What follows belongs to an exercise in optimizing a design on an open flow for small area; a production flow would make more cautious choices. In this exercise RTL edits were held to simulation tests only and were not proved equivalent to the original. Power figures rest on the tool's default switching activity, not on a simulated workload.

===== flow/design.v =====
`timescale 1ns / 1ps
module vga(clk,
			  rst,
			  h_sync,
			  v_sync,
			  r_pixel,
			  c_pixel,
			  video_on);
	input  clk,rst;
	output h_sync,  
			 v_sync,  
			 video_on; 
	output [9:0] r_pixel, 
			 c_pixel; 
	wire		 h_sync,
				 v_sync,
				 video_on;
	reg [9:0] r_pixel,c_pixel;
	parameter H_PIXEL = 640;
	parameter HSYNC_START = 659;
	parameter HSYNC_END = 755;
	parameter H_MAX = 799;
	parameter V_PIXEL = 480;
	parameter VSYNC_START = 493;
	parameter VSYNC_END = 494;
	parameter V_MAX = 524;
	always @(posedge clk) begin
		if (rst) begin
			r_pixel 	<= 0;
			c_pixel  <= 0;
		end
		else begin
			if(c_pixel == H_MAX) begin
				c_pixel <= 10'b0;
			end
			else begin
				c_pixel <= c_pixel+1;
			end
			if(r_pixel >= V_MAX && c_pixel >= H_MAX) begin
				r_pixel <= 10'b0;
			end
			else if(c_pixel == H_MAX) begin
				r_pixel <= r_pixel +1;
			end
		end
	end
	assign h_sync   = ~((c_pixel >= HSYNC_START)&&(c_pixel <= HSYNC_END));
	assign v_sync   = ~((r_pixel >= VSYNC_START)&&(r_pixel <= VSYNC_END));
	assign video_on = ((c_pixel < H_PIXEL)&&(r_pixel < V_PIXEL));
endmodule
`timescale 1ns / 1ps
module LevelDebounce(clk,
							rst,
							button,
							debounce);
	input  	  clk,
				  rst,
				  button;
	output 	  debounce;
	parameter DEBOUNCE_COUNT = 20'd7;
	reg [19:0] cntr;
	reg 		  debounce;
	reg 		  button_1;
	reg 		  button_sync;
	always @(posedge clk)
	begin
		button_1 <= button;
		button_sync <= button_1;
	end
	always @(posedge clk)
	begin
		if(rst)
		begin
			cntr <= 0;
			debounce <= 0;
		end
		else if (button_sync)
		begin
			if(cntr + 20'd1 == DEBOUNCE_COUNT)
			begin
				cntr <= 0 ;
				debounce <= 1;
			end
			else
			begin
				cntr <= cntr + 20'd1;
			end
		end
		else
		begin
			cntr <= 0;
			debounce <= 0;
		end
	end
endmodule
`timescale 1ns / 1ps
module movement(clk,
					 rst,
					 game_over,
					 btn_right,
					 btn_left,
					 btn_up,
					 btn_down,
					 Head_X,
					 Head_Y,
					 post_ticket);
	input  clk,
			 rst,
			 game_over,
			 btn_right,
			 btn_left,
			 btn_up,
			 btn_down;
	output [7:0] Head_X,
			 Head_Y;
	output post_ticket;
	parameter snake_speed = 25'd511;
	parameter move_right  = 4'b0001,
				 move_left 	 = 4'b0010,
				 move_up 	 = 4'b0100,
				 move_down 	 = 4'b1000;
	reg 		  post_ticket; 
	reg [3:0]  move,Head_position; 
	reg [7:0]  Head_X,Head_Y; 
	reg [24:0] speed_cnt; 
	always @(posedge clk) begin
		if(rst) begin
			post_ticket <= 0;
			speed_cnt 	<= 0;
		end
		else if(speed_cnt == snake_speed ) begin
			speed_cnt 	<= 0;
			post_ticket <= 1;
		end
		else begin
			post_ticket <= 0;
			speed_cnt 	<= speed_cnt + 1;
		end
	end
	always @(posedge clk) begin
		if(rst) begin
			move <= 0;
		end
		else if(btn_left  == 1 && !game_over) begin
			move <= move_left;
		end
		else if(btn_right == 1 && !game_over) begin
			move <= move_right;
		end
		else if(btn_up    == 1 && !game_over) begin
			move <= move_up;
		end
		else if(btn_down  == 1 && !game_over) begin
			move <= move_down;
		end
	end
	always @(posedge clk) begin
		if(rst)begin
			Head_position <= move_right;
		end
		else if(post_ticket) begin
			if(move == move_left  && Head_position != move_left  && Head_position != move_right)begin
				Head_position <= move_left;
			end
			else if(move == move_right && Head_position != move_right && Head_position != move_left) begin
				Head_position <= move_right;
			end
			else if(move == move_up    && Head_position != move_up    && Head_position != move_down) begin
				Head_position <= move_up;
			end
			else if(move == move_down  && Head_position != move_down  && Head_position != move_up)   begin
				Head_position <= move_down;
			end
		end
	end
	always @(posedge clk) begin
		if(rst) begin
			Head_X <= 8'h40;
			Head_Y <= 8'h40;
		end
		else if(post_ticket) begin
			case(Head_position)
				move_left  : Head_X <= Head_X - 1;
				move_right : Head_X <= Head_X + 1;
				move_up 	  : Head_Y <= Head_Y - 1;
				move_down  : Head_Y <= Head_Y + 1;
				default    : ;
			endcase
		end
	end
endmodule
`timescale 1ns / 1ps
module food_gen(clk,
					 rst,
					 c_pixel,
					 r_pixel,
					 gen_food,
					 game_over,
					 food_X,
					 food_Y,
					 food_prnt,
					 bound_prnt );
	input [7:0] c_pixel,
					r_pixel;
	input 		clk,
					rst,
					gen_food,
					game_over;
	output 		food_prnt,
					bound_prnt;
	output [7:0]	food_X,
					food_Y;
	reg			food_prnt,
					bound_prnt;
	reg 	[7:0]	new_food_X,
					new_food_Y;
	reg 	[7:0] food_X,
					food_Y;
	always @(*)
	begin
		if(!game_over && !gen_food && c_pixel == food_X && r_pixel == food_Y) begin
			food_prnt = 1'b1;
		end
		else begin
			food_prnt = 1'b0;
		end
		if (c_pixel < 8'h10 || c_pixel >8'h90) begin
			 bound_prnt = 1'b1;
		end
		else if (r_pixel < 8'h0A || r_pixel >8'h6E) begin
			bound_prnt = 1'b1;
		end
		else begin
			bound_prnt = 1'b0;
		end
	end
	always @(posedge clk)
	begin
	  if (rst) begin
		new_food_X <= 8'h11;
		new_food_Y <= 8'hB;
	  end
	  else begin
		if(new_food_X >= 8'h89 )begin
			new_food_X <= 8'h11;
		end
		else begin
			new_food_X <= new_food_X + 1;
		end
		if(new_food_Y >= 8'h6d) begin
			new_food_Y <= 8'hB;
		end
		else begin
			new_food_Y <= new_food_Y + 1;
		end
	  end
	end
	always @(posedge clk)
	begin
	  if(rst) begin
			food_X <= 8'h50;
		   food_Y <= 8'h47;
	  end
	  else if(gen_food)begin
			food_X <= new_food_X;
		   food_Y <= new_food_Y;
	  end
	end
endmodule
`timescale 1ns / 1ps
module print_snake(clk,
						 rst,
						 post_ticket,
						 r_pixel,
						 c_pixel,
						 pos_X,
						 pos_Y,
						 food_X,
						 food_Y,
						 prnt,
						 make_food,
						 game_over);
	input 		 clk,
					 rst,
					 post_ticket;
	input [7:0]  r_pixel,
					 c_pixel,
					 pos_X,
					 pos_Y,
					 food_X,
					 food_Y;
	output 		 prnt;
	output 		 make_food,
					 game_over;
	reg [7:0]    snake_len;
	reg [15:0] 	 snake_body[0:100];
	reg 		 	 prnt,
					 make_food,
					 game_over;
	reg 			 go_keep,
					 hit;
	reg [7:0]    len_next;
	integer k;
	always @(*) begin
		prnt = 1'b0;
		for (k = 1; k <= 100; k = k + 1) begin
			if ({c_pixel,r_pixel} == snake_body[k]) begin
				prnt = 1'b1;
			end
		end
	end
	always @(*) begin
		go_keep = (snake_len >= 8'd100) ? game_over : 1'b0;
		if(!go_keep && snake_body[0] == {food_X,food_Y}) begin
			len_next = (snake_len >= 8'd100) ? 8'd100 : snake_len + 8'd1;
		end
		else begin
			len_next = snake_len;
		end
		hit = 1'b0;
		for (k = 2; k <= 100; k = k + 1) begin
			if ((snake_body[0] == snake_body[k]) && (len_next >= k)) begin
				hit = 1'b1;
			end
		end
		if ( ( snake_body[0][15:8] == 8'h91 )|| ( snake_body[0][15:8] == 8'h10 )|| ( snake_body[0][7:0] == 8'h6F )||( snake_body[0][7:0] == 8'h0A ) ) begin
			hit = 1'b1;
		end
	end
	always @(posedge clk)
	begin
		if(rst)begin
			game_over <= 0;
			make_food <= 0;
			snake_len <= 8'd10;
			snake_body[0]  <= {8'h40,8'h40};
			for (k = 1; k <= 18; k = k + 1) begin
				snake_body[k] <= {8'h40 - k[7:0], 8'h40};
			end
			for (k = 19; k <= 100; k = k + 1) begin
				snake_body[k] <= 16'd0;
			end
		end
		else if(post_ticket) begin
			for (k = 1; k <= 100; k = k + 1) begin
				if(snake_len >= k) begin
					snake_body[k] <= snake_body[k-1];
				end
				else begin
					snake_body[k] <= 16'h0;
				end
			end
			if(!go_keep) begin
				snake_body[0] <= {pos_X,pos_Y};
			end
			else begin
				snake_body[0] <= 0;
			end
			make_food <= !go_keep && (snake_body[0] == {food_X,food_Y});
			snake_len <= len_next;
			game_over <= go_keep | hit;
		end
	end
endmodule
`timescale 1ns / 1ps
module set_color(clk,
					  rst,
					  video_on,
					  food_prnt,
					  bound_prnt,
					  prnt,
					  game_over,
					  vgaRed,
					  vgaGreen,
					  vgaBlue);
	input		 	 clk,
					 rst,
					 video_on;
	input  	    food_prnt,
					 game_over,
					 bound_prnt,
					 prnt;
	output [2:0] vgaRed;
	output [2:0] vgaGreen;
	output [1:0] vgaBlue;
	reg 			 flag;
	reg    [2:0] vgaRed,
					 vgaGreen;
	reg	 [1:0] vgaBlue;
	always @(posedge clk)
	begin
	    if(rst) begin
			flag 		<= 0;
			vgaRed   <= 3'h7;
			vgaGreen <= 3'h0;
			vgaBlue  <= 2'h0;
	    end
	    else if(video_on)begin
			 if(flag) begin
				 vgaRed   <= 3'h0;
				 vgaGreen <= 3'h0;
				 vgaBlue  <= 2'h0;
			 end
			 else if(game_over)begin
				 flag <= 1;
			 end
			 else if(bound_prnt == 1'b1) begin
				 vgaRed   <= 3'h0;
				 vgaGreen <= 3'h0;
				 vgaBlue  <= 2'h3;
			 end
			 else if(prnt == 1'b1 )begin
				 vgaRed   <= 3'h7;
				 vgaGreen <= 3'h0;
				 vgaBlue  <= 2'h0;
			 end
			 else if(food_prnt == 1'b1)begin
				 vgaRed   <= 3'h0;
				 vgaGreen <= 3'h7;
				 vgaBlue  <= 2'h0;
			 end
			 else begin
				 vgaRed   <= 3'h0;
				 vgaGreen <= 3'h0;
				 vgaBlue  <= 2'h0;
			 end
		end
		else begin
			vgaRed   <= 3'h0;
			vgaGreen <= 3'h0;
			vgaBlue  <= 2'h0;
		end
	end
endmodule
`timescale 1ns / 1ps
module snake_game(clk,
						rst,
						btn_right,
						btn_left,
						btn_up,
						btn_down,
						h_sync,
						v_sync,
						vgaRed,
						vgaGreen,
						vgaBlue);
	input 		 clk,
					 rst,
					 btn_right,
					 btn_left,
					 btn_up,
					 btn_down;
	output 		 h_sync,
					 v_sync;
	output [2:0] vgaRed,
					 vgaGreen;
	output [1:0] vgaBlue;
	wire 		  	 post_ticket,
					 btn_right_db,
					 btn_left_db,
					 btn_up_db,
					 btn_down_db,
					 prnt,
					 video_on,
					 game_over,
					 gen_food,
					 food_prnt,
					 bound_prnt;
	wire 	 [9:0] r_pixel,c_pixel;
	wire 	 [7:0] food_X,
					 food_Y,
					 Head_loc_X,
					 Head_loc_Y;
	 vga	 SV( .clk(clk),
				  .rst(rst),
				  .h_sync(h_sync),
				  .v_sync(v_sync),
				  .r_pixel(r_pixel),
				  .c_pixel(c_pixel),
				  .video_on(video_on));
	 movement SM(.clk(clk),
					 .rst(rst),
					 .game_over(game_over),
					 .btn_right(btn_right_db),
					 .btn_left(btn_left_db),
					 .btn_up(btn_up_db),
					 .btn_down(btn_down_db),
					 .Head_X(Head_loc_X),
					 .Head_Y(Head_loc_Y),
				 	 .post_ticket(post_ticket));
	 print_snake PS(.clk(clk),
						 .rst(rst),
						 .post_ticket(post_ticket),
						 .r_pixel(r_pixel[9:2]),
						 .c_pixel(c_pixel[9:2]),
						 .pos_X(Head_loc_X),
						 .pos_Y(Head_loc_Y),
						 .food_X(food_X),
						 .food_Y(food_Y),
						 .prnt(prnt),
						 .make_food(gen_food),
						 .game_over(game_over));
	 food_gen FG(.clk(clk),
					 .rst(rst),
					 .c_pixel(c_pixel[9:2]),
					 .r_pixel(r_pixel[9:2]),
					 .gen_food(gen_food),
					 .game_over(game_over),
					 .food_X(food_X),
					 .food_Y(food_Y),
					 .food_prnt(food_prnt),
					 .bound_prnt(bound_prnt) );
	 set_color SC(.clk(clk),
					  .rst(rst),
					  .video_on(video_on),
					  .food_prnt(food_prnt),
					  .bound_prnt(bound_prnt),
					  .prnt(prnt),
					  .game_over(game_over),
					  .vgaRed(vgaRed),
					  .vgaGreen(vgaGreen),
					  .vgaBlue(vgaBlue));
	 LevelDebounce BTN_Right(.clk(clk),
									 .rst(rst),
									 .button(btn_right),
									 .debounce(btn_right_db));
	 LevelDebounce BTN_Left( .clk(clk),
									 .rst(rst),
									 .button(btn_left),
									 .debounce(btn_left_db));
	 LevelDebounce BTN_Up(	 .clk(clk),
									 .rst(rst),
									 .button(btn_up),
									 .debounce(btn_up_db));
	 LevelDebounce BTN_Down( .clk(clk),
									 .rst(rst),
									 .button(btn_down),
									 .debounce(btn_down_db));
endmodule

===== flow/config.mk =====
export PLATFORM = sky130hd
export DESIGN_NAME = snake_game
export DESIGN_NICKNAME = snake_game
export VERILOG_FILES = /design/flow/design.v
export SDC_FILE = /design/flow/constraint.sdc
export NUM_CORES = 4
export LEC_CHECK = 0
export CAP_MARGIN = 20
export CORE_MARGIN = 2
export CORE_UTILIZATION = 40
export SLEW_MARGIN = 20

===== flow/constraint.sdc =====
create_clock -name core_clock -period 8.0 [get_ports {clk}]
set_input_delay 1.6000 -clock core_clock [delete_from_list [all_inputs] [get_ports {clk}]]
set_output_delay 1.6000 -clock core_clock [all_outputs]
set_load 0.01 [all_outputs]

===== flow/run.sh =====
#!/bin/bash
# synth_recipe.tcl (not shown) runs the flow's synth.tcl, then flattens the netlist and writes it again
# the make line also repeats each setting of config.mk as NAME=value (left out here)
make -C /OpenROAD-flow-scripts/flow DESIGN_CONFIG=/design/flow/config.mk WORK_HOME=/design/flow/orfs CLKGATE_MAP_FILE= SYNTH_SCRIPT=/design/flow/synth_recipe.tcl finish

==> flow_summary.toml <==
[timing]
slew_viol_final = 0
hold_ws_ns = 0.334
setup_viol = 0
hold_viol_final = 0
max_freq_mhz = 194
worst_pin_slew_ns = 1.27
fin_crit_sh = 0.643
relSlewSlack = 0.145
rsz0062_at_grt = "false"
min_period_ns = 5.15
setup_slack_ns = 2.85
finalSetupTns_ns = 0
skew_ns = 0.0527

[logic_synthesis]
async_reset_ff_frac = 0
ys_ff_latch = 1824
yosys.area.top_type = "dfxtp_1"
netlist-cell-type-count = 85
synth_top_area_share = 0.358
netlist_instances = 11731
synth_edf_count = 0
ys_warn_count = 7
yosys-top-cells-area = "dfxtp_1, xor2_1, xnor2_1"
yosysSeqAreaShare = 0.358
ys.flop_type = "dfxtp_1"
synth_nets = 11776
syn-cell-area_mm2 = 0.102
avgSynthCellArea_um2 = 8.68

[placement]
gp_congestion = 0.969
dpl.hpwl_um = 265000
dp_cells = 14385
placed_area_mm2 = 0.105
portBuffers = 15
dp_slack_ns = 3.20

[cts]
cts.sinks = 1824
worstSkewPairLatency_ns = 0.91
cts_buffer_depth = 3
cts_root_buffer = "clkbuf_16"
cts_made_buffers = 200
cts_tree = "done"
cts_setup_buffers = 0
path_clk_slew_ns = 0.06
ctsHoldBuffers = 0
cts-resized-gates = 0
cts_max_level = 4

[final_layout]
multi_input_area_mm2 = 0.0615
fillers = 24662
register_area_mm2 = 0.0366
postLayoutCellArea_mm2 = 0.112
fin_nets = 11270
area_growth_pct = 9.54
drive_above_1_share = 0.0621
fin_cells = 14760
fin_util = 0.440

[floorplan]
coreArea_mm2 = 0.254
start_util = 0.402
rows = 185
fp.dieH_um = 509
die_area_mm2 = 0.259
io_pins = 16
die_width_um = 509

[grt]
grt_usage = 0.304
first_global_vias = 86366
grt_max_degree = 206
grt.busiest_layer = "met2"
met1_usage = 0.398
grt_pass1_wl_um = 597000
overflow = 0
use_met3 = 0.0678
grt_util_met2 = 0.460
antenna_found_initial = 22

[drt]
num_vias = 90997
drt-initial-drc-count = 12027
ant_nets = 0
avgRoutedWirePerCell_um = 27.8
drc = 0
drt_pass1_iterations = 7
wl_um = 410000
vias_per_cell = 6.17

[worst_setup_path]
cp-end-kind = "output port"
startpoint_type = "flop"
critPathRequiredTime_ns = 6.40
path_max_fanout = 58
regToRegSetupSlack_ns = 3.09
cp.arrival_ns = 3.55
path_class = "reg -> out"

[power]
p_total_mw = 19.0
p_per_area_mw_per_mm2 = 170
p_leak_nw = 45.4
vdd_drop_max_v = 0.000241

[min_path]
min_path_type = "reg -> reg"

[run_status]
status = "timing/DRC/antenna clean"

[job]
cap_violations = 0
## placed cells by master, fill, tap and decap left out, drive strengths merged, types with 11 or more instances in the layout
| cell | instances |
|---|---|
| bufinv | 13 |
| a221o | 89 |
| o21ai | 76 |
| nand2 | 240 |
| a211o | 13 |
| and3 | 40 |
| a21oi | 284 |
| buf | 242 |
| xnor2 | 1473 |
| clkdlybuf4s50 | 14 |
| a31oi | 18 |
| clkbuf | 288 |
| nor4 | 575 |
| o211ai | 11 |
| inv | 47 |
| mux2i | 15 |
| nand3 | 219 |
| nor3 | 46 |
| or2 | 15 |
| nand2b | 19 |
| nor2b | 16 |
| ha | 37 |
| and2 | 12 |
| a211oi | 11 |
| or3 | 14 |
| dfxtp | 1824 |
| nor2 | 1768 |
| a22oi | 1387 |
| nand4 | 509 |
| xor2 | 1885 |
| clkinv | 46 |
## critical path: stages (launching register included)
cell and delay [ns]:
dfxtp_4 0.80, buf_12 0.58, nand2_1 0.18, nor2_1 0.23, nand3_1 0.23, clkdlybuf4s50_1 0.54
## synth_stat cells, drive strengths merged (6+ instances only)
library cell	instances
nand2b	19
a211oi	11
a2111oi	6
xnor2	1473
xor2	1885
a31oi	18
and3	40
o211ai	11
o22ai	8
ha	37
a21o	8
inv	39
a21oi	284
a22oi	1387
nand2	240
nand4	509
or2	15
or3	14
mux2i	15
nor3	46
nor4	575
and2	12
o21a	10
o21bai	10
clkbuf	589
nor2	1768
and4	10
nor2b	16
o21ai	76
dfxtp	1824
nand3	219
buf	375
a221o	89
o31ai	7
a211o	13
## routing by layer
metal  wire, um  share of wire  up-vias
li1           -              -    39998
met1     166000           0.40    44337
met2     177000           0.43     5253
met3      42100           0.10     1373
met4      25900          0.063       36
met5        232        0.00057        -
## power by group
part	switching [mW]	internal, mW
Combinational	0.298	0.0798
Sequential	0.0216	9.08
Clock	4.08	5.46
Total	4.40	14.6
## path summary, 6_finish.rpt
path | startpoint | to | cells after the start
max reg2reg | PS.snake_body[0][6]$_SDFFE_PP1P_ | PS.game_over$_SDFFE_PP0P_ | 11
min reg2reg | BTN_Up.button_1$_DFF_P_ | BTN_Up.button_sync$_DFF_P_ | 0
min | BTN_Up.button_1$_DFF_P_ | BTN_Up.button_sync$_DFF_P_ | 0
max | SV.r_pixel[8]$_SDFFE_PP0P_ | v_sync | 5
## registers in the layout, summed over array words and instances (netlist names), 4 cells and up
name / cells
PS.snake_body: 1616
BTN_Right.cntr: 20
FG.new_food_X: 8
FG.food_Y: 8
SM.speed_cnt: 25
FG.food_X: 8
BTN_Left.cntr: 20
SM.Head_X: 8
SV.r_pixel: 10
BTN_Down.cntr: 20
PS.snake_len: 8
SM.move: 4
SM.Head_position: 4
SM.Head_Y: 8
FG.new_food_Y: 8
BTN_Up.cntr: 20
SV.c_pixel: 10
## cell type report
class | count | area share
Multi-Input combinational cell | 8904 | 0.551
Sequential cell | 1824 | 0.328
Timing Repair Buffer | 256 | 0.0216
Inverter | 39 | 0.00138
Clock inverter | 76 | 0.00798
Clock buffer | 288 | 0.0519
Antenna cell | 7 | 0.000157
Tap cell | 3366 | 0.0377
## cells by family after synthesis
kind of cell,synth area share
AOI/OAI and AO/OA,0.140
xor gates and xnor gates,0.289
adders and majority gates,0.00494
buffers and inverters,0.0411
DFF,0.358
muxes,0.00174
other,0.0000368
and+or+nand+nor,0.165

static timing again, ports no longer ideal:
In the flow no input, the clock included, has a driving cell. The finished layout below was timed again as built, in two steps.
Step 1, drivers: a clkbuf_16 drives clk and a buf_2 each remaining input, both assumed.
Step 2, shift: input delay + t, output delay - t, t = (earliest + latest rising clock arrival at the registers) / 2. This alone moves slack from input paths to output paths.
Slacks: no drivers / after step 1 / after step 2; pairs: no drivers / after step 1.
t, ns: 0.975
setup WS [ns]: 2.855 / 2.761 / 3.089
worst slew at a driven data input, ns: 0.05
After both steps this run still meets setup and hold. The setup slack of this run moves by -0.094 ns with the drivers and by +0.234 ns with both steps.
